Source: an optimization exercise on an open RTL-to-GDS flow (aim: small area and a short achievable clock period). Production flows keep margins and buffers that such runs may drop. Where RTL was checked, it was by simulation tests only, not by an equivalence proof against the original. Power and IR drop assume default switching activity.

==> 02-21 <==
// neurona_capa_1
module neurona_capa_1(
    weight_0, weight_1, weight_2, weight_3, weight_4, weight_5, weight_6, weight_7, weight_8, weight_9, weight_10, weight_11, weight_12, weight_13, weight_14, weight_15, weight_16, weight_17, weight_18, weight_19, weight_20, weight_21, weight_22, weight_23, weight_24, weight_25, weight_26, weight_27, weight_28, weight_29, weight_30, weight_31, weight_32, weight_33, weight_34, weight_35, weight_36, weight_37, weight_38, weight_39, weight_40, weight_41, weight_42, weight_43, weight_44, weight_45, weight_46, weight_47, weight_48,
    pixel_0, pixel_1, pixel_2, pixel_3, pixel_4, pixel_5, pixel_6, pixel_7, pixel_8, pixel_9, pixel_10, pixel_11, pixel_12, pixel_13, pixel_14, pixel_15, pixel_16, pixel_17, pixel_18, pixel_19, pixel_20, pixel_21, pixel_22, pixel_23, pixel_24, pixel_25, pixel_26, pixel_27, pixel_28, pixel_29, pixel_30, pixel_31, pixel_32, pixel_33, pixel_34, pixel_35, pixel_36, pixel_37, pixel_38, pixel_39, pixel_40, pixel_41, pixel_42, pixel_43, pixel_44, pixel_45, pixel_46, pixel_47, pixel_48,
    clk, out
);
clock: 8.0 ns
lec_check: 0
cap_margin: 20
core_margin: 2
core_utilization: 40
slew_margin: 20
synth_hierarchical: 1
synth_minimum_keep_size: 0
run.sh (not shown) runs the stock make flow with config.mk's settings and CLKGATE_MAP_FILE= SYNTH_SCRIPT=/design/flow/synth_recipe.tcl, a recipe that flattens the netlist after the stock synthesis.
==> 01-03 (differences from 02-21) <==
SETUP_SLACK_MARGIN = 4.5   (was default)
==> metrics.md <==
| Metric | Value |
|---|---|
| Setup Skew | 0.00334 ns |
| Post-DP HPWL | 36.8 mm |
| Area added between synthesis and finish | 60.5% |
| Multi-input gate area | 0.00981 sq mm |
| Met3 usage | 0.0588 |
| Global-route wire length before repair | 58.9 mm |
| Critical Path RT | 8.22 ns |
| Fin util | 0.650 |
| Power, Total | 4.18 mW |
| Critical Path Most Common Cell | fa_2 |
| Status | no timing/DRC/antenna violations |
| Comb pwr share | 0.715 |
| P_clk | 0.447 mW |
| Largest net degree at the start of global routing | 13 |
| Sw Share | 0.432 |
| Worst path cell trace | buf_12, nand2_2, fa_2, fa_2, fa_2, fa_2 |
Source of the figures above: 01-03

==> metrics.md <==
| Metric | Value |
|---|---|
| Period Utilization, post-route | 0.563 |
| Post-DP HPWL | 38.1 mm |
| Inst Count DP | 1677 |
| Global-route wire length before repair | 58.2 mm |
| Critical Path Most Common Cell | fa_1 |
| Multi-input gate area | 0.00837 sq mm |
| Sw Share | 0.422 |
| Largest net degree at the start of global routing | 15 |
| Fin util | 0.607 |
| Worst path cell trace | clkdlybuf4s50_1, nand2_1, fa_1, fa_1, fa_1, fa_1 |
| Top Ports | 450 |
| Power, Total | 3.98 mW |
| P_clk | 0.430 mW |
| Area added between synthesis and finish | 50.0% |
| Comb pwr share | 0.705 |
| Setup Skew | 0.00729 ns |
| Status | no timing/DRC/antenna violations |
Source of the figures above: 02-21

No functional check of the RTL was part of any run of this note.

==> run a <==
Another version of the RTL of neurona_capa_1 (not shown whole).
clock: 8.0 ns
lec_check: 0
cap_margin: 20
core_margin: 2
core_utilization: 40
cts_buf_list: sky130_fd_sc_hd__clkbuf_4 sky130_fd_sc_hd__clkbuf_8
setup_slack_margin: 4.7
slew_margin: 20
synth_hierarchical: 1
synth_minimum_keep_size: 0
standard.sh (not shown) runs the stock make flow with config.mk's settings and CLKGATE_MAP_FILE= SYNTH_SCRIPT=/design/flow/synth_recipe.tcl, a recipe that flattens the netlist after the stock synthesis.
==> flow/flow/run.sh <==
#!/bin/bash
# Own layout flow: the standard flow (standard.sh, unchanged synthesis),
# except that the port buffers buffer_ports inserts are buf_1 cells rather
# than the default it picks; timing repair resizes them where needed.
set -euo pipefail
export BUFFER_PORTS_ARGS="-buffer_cell sky130_fd_sc_hd__buf_1"
bash standard.sh > standard.log 2>&1
==> run b (differences from run a) <==
--- a/flow/design.v
+++ b/flow/design.v
@@ -838,12 +838,12 @@
     wire g684;
     wire h685;
     wire g686;
     wire h687;
     wire g688;
-    wire p689;
-    wire p690;
+    wire h689;
+    wire g690;
     wire p691;
     wire p692;
     wire p693;
     wire p694;
     wire p695;
@@ -858,23 +858,27 @@
     wire p704;
     wire p705;
     wire p706;
     wire p707;
     wire p708;
-    wire x709;
-    wire x710;
-    wire x711;
-    wire x712;
-    wire x713;
-    wire h714;
-    wire g715;
+    wire p709;
+    wire p710;
+    wire p711;
+    wire p712;
+    wire p713;
+    wire p714;
+    wire p715;
     wire p716;
     wire p717;
     wire p718;
-    wire p719;
+    wire x719;
     wire x720;
     wire x721;
+    wire x722;
+    wire x723;
+    wire x724;
+    wire x725;
     nxn2 u_x1 (.a(nb_0[4]), .b(nb_10[4]), .y(x1));
     assign p2 = nb_0[4] | nb_10[4];
     nxn2 u_x3 (.a(nb_0[5]), .b(nb_10[5]), .y(x3));
     assign p4 = nb_0[5] | nb_10[5];
     nfa u_s5 (.a(nb_0[0]), .b(nb_10[0]), .ci(nb_11[0]), .s(s5), .co(c6));
@@ -1261,72 +1265,102 @@
     nx2 u_x671 (.a(c648), .b(c650), .y(x671));
     nx2 u_x672 (.a(x670), .b(x671), .y(x672));
     nx2 u_x673 (.a(c652), .b(x672), .y(x673));
     nx2 u_x674 (.a(x673), .b(c654), .y(x674));
     nx2 u_x675 (.a(x674), .b(g658), .y(x675));
-    nx2 u_x676 (.a(c656), .b(x675), .y(x676));
     nha u_h677 (.a(r1[2]), .b(h531), .s(h677), .co(g678));
     nha u_h679 (.a(s537), .b(h539), .s(h679), .co(g680));
     nha u_h681 (.a(s553), .b(h555), .s(h681), .co(g682));
     nha u_h683 (.a(s575), .b(h577), .s(h683), .co(g684));
     nha u_h685 (.a(s601), .b(h603), .s(h685), .co(g686));
     nha u_h687 (.a(h629), .b(s627), .s(h687), .co(g688));
-    assign p689 = g680 | (h679 & g678);
-    assign p690 = h679 & h677;
-    assign p691 = g682 | (h681 & g680);
-    assign p692 = h681 & h679;
-    assign p693 = g684 | (h683 & g682);
-    assign p694 = h683 & h681;
-    assign p695 = g686 | (h685 & g684);
-    assign p696 = h685 & h683;
-    assign p697 = g688 | (h687 & g686);
-    assign p698 = h687 & h685;
-    assign p699 = p691 | (p692 & g678);
-    assign p700 = p693 | (p694 & p689);
-    assign p701 = p694 & p690;
-    assign p702 = p695 | (p696 & p691);
-    assign p703 = p696 & p692;
-    assign p704 = p697 | (p698 & p693);
-    assign p705 = p698 & p694;
-    assign p706 = p702 | (p703 & g678);
-    assign p707 = p704 | (p705 & p689);
-    assign p708 = ~h677;
-    nxn2 u_x709 (.a(h679), .b(g678), .y(x709));
-    nxn2 u_x710 (.a(h681), .b(p689), .y(x710));
-    nxn2 u_x711 (.a(h683), .b(p699), .y(x711));
-    nxn2 u_x712 (.a(h685), .b(p700), .y(x712));
-    nxn2 u_x713 (.a(h687), .b(p706), .y(x713));
+    assign p691 = g680 | (h679 & g678);
+    assign p692 = g682 | (h681 & g680);
+    assign p693 = h681 & h679;
+    assign p694 = g684 | (h683 & g682);
+    assign p695 = h683 & h681;
+    assign p696 = g686 | (h685 & g684);
+    assign p697 = h685 & h683;
+    assign p698 = g688 | (h687 & g686);
+    assign p699 = h687 & h685;
+    assign p704 = p692 | (p693 & g678);
+    assign p705 = p694 | (p695 & p691);
+    assign p706 = p696 | (p697 & p692);
+    assign p707 = p697 & p693;
+    assign p718 = ~h677;
+    nxn2 u_x719 (.a(h679), .b(g678), .y(x719));
+    nxn2 u_x720 (.a(h681), .b(p691), .y(x720));
+    nxn2 u_x721 (.a(h683), .b(p704), .y(x721));
+    nxn2 u_x722 (.a(h685), .b(p705), .y(x722));
+    reg r2_c656;
+    reg r2_x675;
     reg r2_h657;
     reg r2_s655;
+    reg r2_g688;
+    reg r2_h687;
+    reg r2_p698;
+    reg r2_p699;
+    reg r2_p694;
+    reg r2_p695;
+    reg r2_p696;
+    reg r2_p697;
+    reg r2_p706;
     reg r2_p707;
-    reg r2_x676;
-    reg r2_p708;
-    reg r2_x709;
-    reg r2_x710;
-    reg r2_x711;
-    reg r2_x712;
-    reg r2_x713;
+    reg r2_g678;
+    reg r2_p691;
+    reg r2_p704;
+    reg r2_p705;
+    reg r2_p718;
+    reg r2_x719;
+    reg r2_x720;
+    reg r2_x721;
+    reg r2_x722;
     always @(posedge clk) begin
+        r2_c656 <= c656;
+        r2_x675 <= x675;
         r2_h657 <= h657;
         r2_s655 <= s655;
+        r2_g688 <= g688;
+        r2_h687 <= h687;
+        r2_p698 <= p698;
+        r2_p699 <= p699;
+        r2_p694 <= p694;
+        r2_p695 <= p695;
+        r2_p696 <= p696;
+        r2_p697 <= p697;
+        r2_p706 <= p706;
         r2_p707 <= p707;
-        r2_x676 <= x676;
-        r2_p708 <= p708;
-        r2_x709 <= x709;
-        r2_x710 <= x710;
-        r2_x711 <= x711;
-        r2_x712 <= x712;
-        r2_x713 <= x713;
+        r2_g678 <= g678;
+        r2_p691 <= p691;
+        r2_p704 <= p704;
+        r2_p705 <= p705;
+        r2_p718 <= p718;
+        r2_x719 <= x719;
+        r2_x720 <= x720;
+        r2_x721 <= x721;
+        r2_x722 <= x722;
     end
-    nha u_h714 (.a(r2_h657), .b(r2_s655), .s(h714), .co(g715));
-    assign p716 = g715 | (h714 & r2_p707);
-    assign p717 = r2_x676 & g715;
-    assign p718 = r2_x676 & h714;
-    assign p719 = p717 | (p718 & r2_p707);
-    nxn2 u_x720 (.a(h714), .b(r2_p707), .y(x720));
-    nxn2 u_x721 (.a(r2_x676), .b(p716), .y(x721));
-    assign out = {x721, x720, r2_x713, r2_x712, r2_x711, r2_x710, r2_x709, r2_p708};
+    nx2 u_x676 (.a(r2_c656), .b(r2_x675), .y(x676));
+    nha u_h689 (.a(r2_h657), .b(r2_s655), .s(h689), .co(g690));
+    assign p700 = g690 | (h689 & r2_g688);
+    assign p701 = h689 & r2_h687;
+    assign p702 = x676 & g690;
+    assign p703 = x676 & h689;
+    assign p708 = r2_p698 | (r2_p699 & r2_p694);
+    assign p709 = r2_p699 & r2_p695;
+    assign p710 = p700 | (p701 & r2_p696);
+    assign p711 = p701 & r2_p697;
+    assign p712 = p702 | (p703 & r2_p698);
+    assign p713 = p703 & r2_p699;
+    assign p714 = r2_p706 | (r2_p707 & r2_g678);
+    assign p715 = p708 | (p709 & r2_p691);
+    assign p716 = p710 | (p711 & r2_p704);
+    assign p717 = p712 | (p713 & r2_p705);
+    nxn2 u_x723 (.a(r2_h687), .b(p714), .y(x723));
+    nxn2 u_x724 (.a(h689), .b(p715), .y(x724));
+    nxn2 u_x725 (.a(x676), .b(p716), .y(x725));
+    assign out = {x725, x724, x723, r2_x722, r2_x721, r2_x720, r2_x719, r2_p718};
 endmodule
 module nfa(input wire a, input wire b, input wire ci, output wire s, output wire co);
     assign s = a ^ b ^ ci;
     assign co = (a & b) | (a & ci) | (b & ci);
 endmodule
@@ -1335,14 +1369,8 @@
     assign co = a & b;
 endmodule
 module nx2(input wire a, input wire b, output wire y);
     assign y = a ^ b;
 endmodule
-module nmx(input wire s, input wire a, input wire b, output wire y);
-    assign y = s ? b : a;
-endmodule
-module nmj(input wire a, input wire b, input wire c, output wire y);
-    assign y = (a & b) | (a & c) | (b & c);
-endmodule
 module nxn2(input wire a, input wire b, output wire y);
     assign y = ~(a ^ b);
 endmodule
==> flow/run.sh (new file) <==
#!/bin/bash
# synth_recipe.tcl (not shown) runs the flow's synth.tcl, then flattens the netlist and writes it again
# the make line also repeats each setting of config.mk as NAME=value (left out here)
make -C /OpenROAD-flow-scripts/flow DESIGN_CONFIG=/design/flow/config.mk WORK_HOME=/design/flow/orfs CLKGATE_MAP_FILE= SYNTH_SCRIPT=/design/flow/synth_recipe.tcl finish
CTS_BUF_LIST = unset   (was sky130_fd_sc_hd__clkbuf_4 sky130_fd_sc_hd__clkbuf_8)
SETUP_SLACK_MARGIN = 4.5   (was 4.7)
removed: flow/flow/run.sh
removed: flow/standard.sh
==> summary of the runs <==
Run b passed the timing, design-rule and antenna checks. Run a finished clean.
First-iteration DRC count: run a is smaller than run b (3.0%).
Between run a and run b, the lower synthesized cell count is in run a (gap 2.0%, measured against run b).
In run b the via count is larger than in run a, by 1.6%.
Between run a and run b, the lower sequential share of layout area is in run b (gap 0.81 points).
Against run b, the hold slack of run a is higher by 0.0045 ns.
==> figures <==
quantity                                                  run a        run b
Outcome                        no timing/DRC/antenna violations  no timing/DRC/antenna violations
Sequential share of cell area                            0.1479       0.1398
Synth Area in XOR/XNOR                                  0.08716      0.08450
Reg area                                             2004 sq um   2242 sq um
Multi-input combinational cell count                        806          814
R2R Path End                                            r2_p707      r2_p698
Placeable core region                               25980 sq um  26800 sq um
Most common cell after layout, fill and taps aside        buf_1      nand2_1
Switching power                                        3.209 mW     2.920 mW
Number of instances resized during post-cts repair          111          177
Synth cell types                                             20           17
FF-to-FF setup slack                                    4.56 ns      4.60 ns
Function not checked in run a: the RTL went through the layout flow alone.

==> inputs of trial 77 <==
neurona_capa_1, a different RTL version from the one above (not shown whole).
==> flow/config.mk <==
export PLATFORM = sky130hd
export DESIGN_NAME = neurona_capa_1
export DESIGN_NICKNAME = neurona_capa_1
export VERILOG_FILES = /design/flow/design.v
export SDC_FILE = /design/flow/constraint.sdc
export NUM_CORES = 4
export LEC_CHECK = 0
export CAP_MARGIN = 20
export CORE_MARGIN = 2
export CORE_UTILIZATION = 40
export SETUP_SLACK_MARGIN = 4.5
export SLEW_MARGIN = 20
export SYNTH_HIERARCHICAL = 1
export SYNTH_MINIMUM_KEEP_SIZE = 0
==> flow/constraint.sdc <==
create_clock -name core_clock -period 8.0 [get_ports {clk}]
set_input_delay 1.6000 -clock core_clock [delete_from_list [all_inputs] [get_ports {clk}]]
set_output_delay 1.6000 -clock core_clock [all_outputs]
set_load 0.01 [all_outputs]
==> flow/flow/run.sh <==
#!/bin/bash
# Own layout flow: the standard flow (standard.sh, unchanged synthesis),
# except that the port buffers buffer_ports inserts are buf_1 cells rather
# than the default it picks; timing repair resizes them where needed.
set -euo pipefail
export BUFFER_PORTS_ARGS="-buffer_cell sky130_fd_sc_hd__buf_1"
bash standard.sh > standard.log 2>&1
==> trial 67: changes against trial 77 <==
- SETUP_SLACK_MARGIN: 4.5 -> 5.0
==> trial 83: changes against trial 77 <==
--- a/flow/design.v
+++ b/flow/design.v
@@ -832,50 +832,44 @@
     wire g678;
     wire h679;
     wire g680;
     wire h681;
     wire g682;
     wire h683;
     wire g684;
-    wire h685;
-    wire g686;
-    wire h687;
-    wire g688;
+    wire p685;
+    wire p686;
+    wire p687;
+    wire p688;
     wire p689;
     wire p690;
     wire p691;
     wire p692;
     wire p693;
     wire p694;
     wire p695;
     wire p696;
     wire p697;
-    wire p698;
-    wire p699;
-    wire p700;
-    wire p701;
-    wire p702;
-    wire p703;
-    wire p704;
+    wire x698;
+    wire x699;
+    wire x700;
+    wire h701;
+    wire g702;
+    wire h703;
+    wire g704;
     wire p705;
     wire p706;
     wire p707;
     wire p708;
     wire p709;
     wire p710;
     wire p711;
-    wire p712;
-    wire p713;
-    wire p714;
-    wire x715;
-    wire x716;
-    wire x717;
-    wire x718;
-    wire x719;
-    wire x720;
+    wire x712;
+    wire x713;
+    wire x714;
     nxn2 u_x1 (.a(nb_0[4]), .b(nb_10[4]), .y(x1));
     assign p2 = nb_0[4] | nb_10[4];
     nxn2 u_x3 (.a(nb_0[5]), .b(nb_10[5]), .y(x3));
     assign p4 = nb_0[5] | nb_10[5];
     nfa u_s5 (.a(nb_0[0]), .b(nb_10[0]), .ci(nb_11[0]), .s(s5), .co(c6));
     nfa u_s7 (.a(nb_12[0]), .b(nb_13[0]), .ci(nb_14[0]), .s(s7), .co(c8));
     nfa u_s9 (.a(nb_15[0]), .b(nb_16[0]), .ci(nb_17[0]), .s(s9), .co(c10));
@@ -1263,99 +1257,81 @@
     nx2 u_x674 (.a(x673), .b(c657), .y(x674));
     nx2 u_x675 (.a(x674), .b(g661), .y(x675));
     nx2 u_x676 (.a(c659), .b(x675), .y(x676));
     nha u_h677 (.a(h588), .b(s586), .s(h677), .co(g678));
     nha u_h679 (.a(h596), .b(s594), .s(h679), .co(g680));
     nha u_h681 (.a(s606), .b(h608), .s(h681), .co(g682));
     nha u_h683 (.a(s622), .b(h624), .s(h683), .co(g684));
-    nha u_h685 (.a(h642), .b(s640), .s(h685), .co(g686));
-    nha u_h687 (.a(h660), .b(s658), .s(h687), .co(g688));
-    assign p689 = g680 | (h679 & g678);
-    assign p690 = h679 & h677;
-    assign p691 = g682 | (h681 & g680);
-    assign p692 = h681 & h679;
-    assign p693 = g684 | (h683 & g682);
-    assign p694 = h683 & h681;
-    assign p695 = g686 | (h685 & g684);
-    assign p696 = h685 & h683;
-    assign p701 = p691 | (p692 & g678);
-    assign p702 = p693 | (p694 & p689);
-    assign p703 = p694 & p690;
-    assign p704 = p695 | (p696 & p691);
-    assign p705 = p696 & p692;
-    assign p713 = ~r1[0];
-    assign p714 = ~h677;
-    nxn2 u_x715 (.a(h679), .b(g678), .y(x715));
-    nxn2 u_x716 (.a(h681), .b(p689), .y(x716));
-    nxn2 u_x717 (.a(h683), .b(p701), .y(x717));
-    nxn2 u_x718 (.a(h685), .b(p702), .y(x718));
-    reg r2_g688;
-    reg r2_h687;
-    reg r2_g686;
-    reg r2_h685;
-    reg r2_x676;
-    reg r2_p693;
+    assign p685 = h677 & r1[0];
+    assign p686 = g680 | (h679 & g678);
+    assign p687 = h679 & h677;
+    assign p688 = g682 | (h681 & g680);
+    assign p689 = h681 & h679;
+    assign p690 = g684 | (h683 & g682);
+    assign p691 = h683 & h681;
+    assign p692 = p688 | (p689 & g678);
+    assign p693 = p689 & p685;
+    assign p694 = p690 | (p691 & p686);
+    assign p695 = p691 & p687;
+    assign p696 = ~r1[0];
+    assign p697 = ~h677;
+    nxn2 u_x698 (.a(h679), .b(g678), .y(x698));
+    nxn2 u_x699 (.a(h681), .b(p686), .y(x699));
+    nxn2 u_x700 (.a(h683), .b(p692), .y(x700));
+    reg r2_h642;
+    reg r2_s640;
+    reg r2_h660;
+    reg r2_s658;
     reg r2_p694;
-    reg r2_p695;
+    reg r2_x676;
     reg r2_p696;
-    reg r2_p704;
-    reg r2_p705;
-    reg r2_g678;
-    reg r2_p689;
-    reg r2_p701;
-    reg r2_p713;
-    reg r2_p714;
-    reg r2_x715;
-    reg r2_x716;
-    reg r2_x717;
-    reg r2_x718;
+    reg r2_p697;
+    reg r2_x698;
+    reg r2_x699;
+    reg r2_x700;
     always @(posedge clk) begin
-        r2_g688 <= g688;
-        r2_h687 <= h687;
-        r2_g686 <= g686;
-        r2_h685 <= h685;
-        r2_x676 <= x676;
-        r2_p693 <= p693;
+        r2_h642 <= h642;
+        r2_s640 <= s640;
+        r2_h660 <= h660;
+        r2_s658 <= s658;
         r2_p694 <= p694;
-        r2_p695 <= p695;
+        r2_x676 <= x676;
         r2_p696 <= p696;
-        r2_p704 <= p704;
-        r2_p705 <= p705;
-        r2_g678 <= g678;
-        r2_p689 <= p689;
-        r2_p701 <= p701;
-        r2_p713 <= p713;
-        r2_p714 <= p714;
-        r2_x715 <= x715;
-        r2_x716 <= x716;
-        r2_x717 <= x717;
-        r2_x718 <= x718;
+        r2_p697 <= p697;
+        r2_x698 <= x698;
+        r2_x699 <= x699;
+        r2_x700 <= x700;
     end
-    assign p697 = r2_g688 | (r2_h687 & r2_g686);
-    assign p698 = r2_h687 & r2_h685;
-    assign p699 = r2_x676 & r2_g688;
-    assign p700 = r2_x676 & r2_h687;
-    assign p706 = p697 | (p698 & r2_p693);
-    assign p707 = p698 & r2_p694;
-    assign p708 = p699 | (p700 & r2_p695);
-    assign p709 = p700 & r2_p696;
-    assign p710 = r2_p704 | (r2_p705 & r2_g678);
-    assign p711 = p706 | (p707 & r2_p689);
-    assign p712 = p708 | (p709 & r2_p701);
-    nxn2 u_x719 (.a(r2_h687), .b(p710), .y(x719));
-    nxn2 u_x720 (.a(r2_x676), .b(p711), .y(x720));
-    assign out = {x720, x719, r2_x718, r2_x717, r2_x716, r2_x715, r2_p714, r2_p713};
+    nha u_h701 (.a(r2_h642), .b(r2_s640), .s(h701), .co(g702));
+    nha u_h703 (.a(r2_h660), .b(r2_s658), .s(h703), .co(g704));
+    assign p705 = g702 | (h701 & r2_p694);
+    assign p706 = g704 | (h703 & g702);
+    assign p707 = h703 & h701;
+    assign p708 = r2_x676 & g704;
+    assign p709 = r2_x676 & h703;
+    assign p710 = p706 | (p707 & r2_p694);
+    assign p711 = p708 | (p709 & p705);
+    nxn2 u_x712 (.a(h701), .b(r2_p694), .y(x712));
+    nxn2 u_x713 (.a(h703), .b(p705), .y(x713));
+    nxn2 u_x714 (.a(r2_x676), .b(p710), .y(x714));
+    assign out = {x714, x713, x712, r2_x700, r2_x699, r2_x698, r2_p697, r2_p696};
 endmodule
 module nfa(input wire a, input wire b, input wire ci, output wire s, output wire co);
     assign s = a ^ b ^ ci;
     assign co = (a & b) | (a & ci) | (b & ci);
 endmodule
 module nha(input wire a, input wire b, output wire s, output wire co);
     assign s = a ^ b;
     assign co = a & b;
 endmodule
 module nx2(input wire a, input wire b, output wire y);
     assign y = a ^ b;
 endmodule
+module nmx(input wire s, input wire a, input wire b, output wire y);
+    assign y = s ? b : a;
+endmodule
+module nmj(input wire a, input wire b, input wire c, output wire y);
+    assign y = (a & b) | (a & c) | (b & c);
+endmodule
 module nxn2(input wire a, input wire b, output wire y);
     assign y = ~(a ^ b);
 endmodule
==> flow/flow/run.sh (replaced) <==
#!/bin/bash
# Own layout flow: the standard flow (standard.sh, unchanged synthesis),
# with two changes: the port buffers buffer_ports inserts are buf_1 cells
# (timing repair resizes them where needed), and the setup repair margin is
# 0 ns for the pre-placement repair in floorplan and 4.7 ns for the
# repairs after clock-tree synthesis and global routing, so that gates are
# upsized from placed timing rather than from the wire-less estimate.
set -euo pipefail
export BUFFER_PORTS_ARGS="-buffer_cell sky130_fd_sc_hd__buf_1"
SETUP_SLACK_MARGIN=0 bash standard.sh synth floorplan > standard_floorplan.log 2>&1
SETUP_SLACK_MARGIN=4.7 bash standard.sh > standard.log 2>&1
- CTS_BUF_LIST: not set -> sky130_fd_sc_hd__clkbuf_4 sky130_fd_sc_hd__clkbuf_8
- SETUP_SLACK_MARGIN: 4.5 -> not set
==> notes <==
The highest fmax belongs to trial 83, the lowest to trial 77.
Total power: trial 83 < trial 77 < trial 67.
Clock-buffer cell count, lowest first: trial 67, trial 77, trial 83.
In die area, trial 77 and trial 67 do not differ.
Between trial 83 and trial 67, the lower routed wire length is in trial 67 (gap 3.4%, measured against trial 67).
Non-clock buffer count, highest first: trial 67, trial 83, trial 77.
Combinational power: trial 67 > trial 77 > trial 83.
In trial 77 the clock power is lower than in trial 67, by 7.0%.
==> figures <==
Run status: trial 77 complete, no violations; trial 83 complete, no violations; trial 67 complete, no violations
Sequential Power: trial 77 803 uW; trial 83 723 uW; trial 67 801 uW
Part of the total power dissipated in combinational logic: trial 77 0.759; trial 83 0.745; trial 67 0.766
Portion of the post-synthesis area used by sequential elements: trial 77 0.154; trial 83 0.144; trial 67 0.154
End point of the most critical hold path: trial 77 r2_p713; trial 83 r2_p696; trial 67 r2_p713
Initial standard-cell utilization of the core: trial 77 0.406; trial 83 0.410; trial 67 0.406
Clock tree buffer count of the final layout: trial 77 10; trial 83 12; trial 67 9
Power spent charging and discharging nets: trial 77 2220 uW; trial 83 1830 uW; trial 67 2310 uW
Post-Synthesis Cell Area: trial 77 0.0102 mm2; trial 83 0.00999 mm2; trial 67 0.0102 mm2
Wire length after detailed routing: trial 77 38600 um; trial 83 40900 um; trial 67 39500 um
FF+latch count: trial 77 78; trial 83 72; trial 67 78
Sequential portion of the cell area: trial 77 0.110; trial 83 0.103; trial 67 0.104
Worst Path Arrival: trial 77 3.87 ns; trial 83 3.85 ns; trial 67 3.87 ns
Met3 layer usage reported by global route: trial 77 0.0424; trial 83 0.0628; trial 67 0.0609
Count of cells resized by post-cts repair: trial 77 287; trial 83 516; trial 67 451
Drt via density: trial 77 4.83; trial 83 5.02; trial 67 4.86
Sw Ratio: trial 77 0.441; trial 83 0.436; trial 67 0.434
No functional check of the RTL was part of any run of this note.

afterwards: timing with drivers on the ports:
No port has a modelled driver above. Below, the same layouts with a new extraction and two added sets of constraints.
Step 1 assumes that a clkbuf_16 drives the clock port and a buf_2 every other input.
Step 2, shift: input delay + t, output delay - t, t = (earliest + latest rising clock arrival at the registers) / 2. This alone moves slack from input paths to output paths.
Three values: no drivers, after step 1, after step 2; two values: the first two.
| run | shift t [ns] | slack for setup (ns) | worst register clock-pin slew, ns | worst slew at a driven data input, ns |
|---|---|---|---|---|
| 02-21 | 0.381 | 3.499 / 3.489 / 3.108 | 0.06 / 0.06 | 0.13 |
| 01-03 | 0.380 | 4.357 / 4.325 / 3.946 | 0.06 / 0.06 | 0.10 |
| run a | 0.421 | 4.559 / 4.559 / 4.353 | 0.11 / 0.11 | 0.09 |
| run b | 0.391 | 4.491 / 4.473 / 4.082 | 0.08 / 0.08 | 0.14 |
| trial 77 | 0.374 | 4.349 / 4.321 / 3.946 | 0.06 / 0.06 | 0.09 |
| trial 67 | 0.370 | 4.353 / 4.304 / 3.933 | 0.07 / 0.07 | 0.17 |
| trial 83 | 0.402 | 4.401 / 4.338 / 3.936 | 0.08 / 0.08 | 0.12 |
After both steps setup and hold are still met in every run listed. For trial 83, which loses most, drivers alone change the setup slack by -0.063 ns; drivers and shift together by -0.465 ns.
